This is an optimization exercise on Yosys and OpenROAD, whose aim is small area, a short achievable clock period and few clock cycles per item, not a production implementation.
Only simulation tests tie the RTL to the original design; equivalence was not proved.
Power is estimated from default activity; no workload was simulated.

==> flow/design.v (excerpt) <==
module CORDIC_sin_cos (clock, rst, strobe_in, angle, strobe_out, cos, sin);
	input clock;
	input rst;
	input strobe_in;
	input [31:0] angle;
	output strobe_out;
	output [16:0] cos;
	output [16:0] sin;
	reg signed [15:0] X, Y;
	reg [29:0] Z;            
	reg [10:1] PC;            
	reg [3:0] C;                 
	reg busy, done, prev_strobe_in;
	reg NEG;                     
	wire start = strobe_in & ~prev_strobe_in;
	wire [29:0] atan;
	CORDIC_LUT lut(C, atan);
	wire signed [15:0] X1 = (angle[31] ^ angle[30]) ? -16'sd19429 : 16'sd19429;
	wire signed [15:0] Y1 = angle[31] ? -16'sd19429 : 16'sd19429;
	wire [29:0] Z1 = {{1{~angle[29]}}, angle[28:0]};
	wire neg = NEG;
	wire pos = ~neg;
	wire [29:0] K = atan ^ {30{pos}};
	wire [29:0] Zn;
	wire [11:0] co;
	RCA3 za0(Z[2:0], K[2:0], pos, Zn[2:0], co[1]);
	RCA3 za1(Z[5:3], K[5:3], PC[1], Zn[5:3], co[2]);
	RCA3 za2(Z[8:6], K[8:6], PC[2], Zn[8:6], co[3]);
	RCA3 za3(Z[11:9], K[11:9], PC[3], Zn[11:9], co[4]);
	RCA3 za4(Z[14:12], K[14:12], PC[4], Zn[14:12], co[5]);
	RCA3 za5(Z[17:15], K[17:15], PC[5], Zn[17:15], co[6]);
	RCA3 za6(Z[20:18], K[20:18], PC[6], Zn[20:18], co[7]);
	RCA3 za7(Z[23:21], K[23:21], PC[7], Zn[23:21], co[8]);
	RCA3 za8(Z[26:24], K[26:24], PC[8], Zn[26:24], co[9]);
	RCA2 za9(Z[28:27], K[28:27], PC[9], Zn[28:27], co[10]);
	RCA1 za10(Z[29:29], K[29:29], PC[10], Zn[29:29], co[11]);
	wire n_g1 = co[1] & (&Zn[5:3]);
	wire n_r1 = (&Zn[5:4]) & (co[1] | Zn[3]);
	wire n_g2 = co[2] & (&Zn[8:6]);
	wire n_r2 = (&Zn[8:7]) & (co[2] | Zn[6]);
	wire n_g3 = co[3] & (&Zn[11:9]);
	wire n_r3 = (&Zn[11:10]) & (co[3] | Zn[9]);
	wire n_g4 = co[4] & (&Zn[14:12]);
	wire n_r4 = (&Zn[14:13]) & (co[4] | Zn[12]);
	wire n_g5 = co[5] & (&Zn[17:15]);
	wire n_r5 = (&Zn[17:16]) & (co[5] | Zn[15]);
	wire n_g6 = co[6] & (&Zn[20:18]);
	wire n_r6 = (&Zn[20:19]) & (co[6] | Zn[18]);
  ...
export LEC_CHECK = 0
export ABC_AREA = 1
export CAP_MARGIN = 20
export CORE_MARGIN = 2
export CORE_UTILIZATION = 40
export SETUP_SLACK_MARGIN = 3.5
export SLEW_MARGIN = 20
create_clock -name core_clock -period 6.5 [get_ports {clock}]
standard.sh (not shown) runs the stock make flow with config.mk's settings and CLKGATE_MAP_FILE= SYNTH_SCRIPT=/design/flow/synth_recipe.tcl, a recipe that flattens the netlist after the stock synthesis.
==> flow/flow/run.sh <==
#!/bin/bash
# Layout flow: the standard flow (standard.sh) with two changes.
#  - ADDER_MAP_FILE is empty, so synthesis maps no full/half-adder cells and ABC
#    maps the adders to plain gates, which are faster than the library's fa/ha cells.
#  - buffer_ports puts a buf_1 on each port instead of the delay buffer it picks
#    by default.
# The synthesis is otherwise the standard one, so the registers are the same.
set -euo pipefail
export ADDER_MAP_FILE=
export BUFFER_PORTS_ARGS="-buffer_cell sky130_fd_sc_hd__buf_1"
bash standard.sh > standard.log 2>&1
The first run passed the timing, design-rule and antenna checks.
Testbench counts at the start, summed over its fixed seeds: cycles 34,824, items 2,048.
Next try:
Settings changed: SETUP_SLACK_MARGIN 3.5 to 3.75.
- setup slack is better by 0.11 ns
- total power came out higher by 8.1%
- critical path depth came out lower by 17
- utilization came out higher by 5.1 points
- synthesized area does not change
- design area came out higher by 11%
- routed wire length came out higher by 13%
- clock power hardly moves
- global-route usage came out higher by 0.19 points
- cell count came out higher by 2.7%
Next try:
Settings changed: SETUP_SLACK_MARGIN 3.75 to 3.0.
After rerunning: The changed run ran to the end with no violations; cell count came out lower by 3.0%; fmax came out lower by 19%; die area does not change; hold slack barely changes; final area came out lower by 12%; critical path depth came out higher by 13; total power came out lower by 8.6%; wire length came out lower by 13%.

==> separate check: timing with driven ports <==
In the flow no input, the clock included, has a driving cell. The finished layouts below were timed again as built, in two steps. Step 1: set_driving_cell puts a clkbuf_16 on clock and a buf_2 on each other input, an assumption about the parent block. Step 2 adds t to the input delays and takes it off the output delays; t is the mean of the earliest and latest rising clock arrival at the registers after step 1. Input paths then give back, and output paths get back, about the clock's delay inside the block. Slacks: no drivers / after step 1 / after step 2; pairs: no drivers / after step 1.
run | shift t [ns] | setup WS [ns] | worst register clock-pin slew, ns | pins driven straight from the clock port
the first run | 0.397 | 3.759 / 3.759 / 3.496 | 0.07 / 0.07 | 1
the second run | 0.400 | 3.865 / 3.872 / 3.490 | 0.07 / 0.07 | 1
the third run | 0.397 | 3.228 / 3.228 / 3.228 | 0.07 / 0.07 | 1
After both steps every run listed still meets setup and hold. For the second run, which loses most, drivers alone change the setup slack by +0.007 ns; drivers and shift together by -0.375 ns.
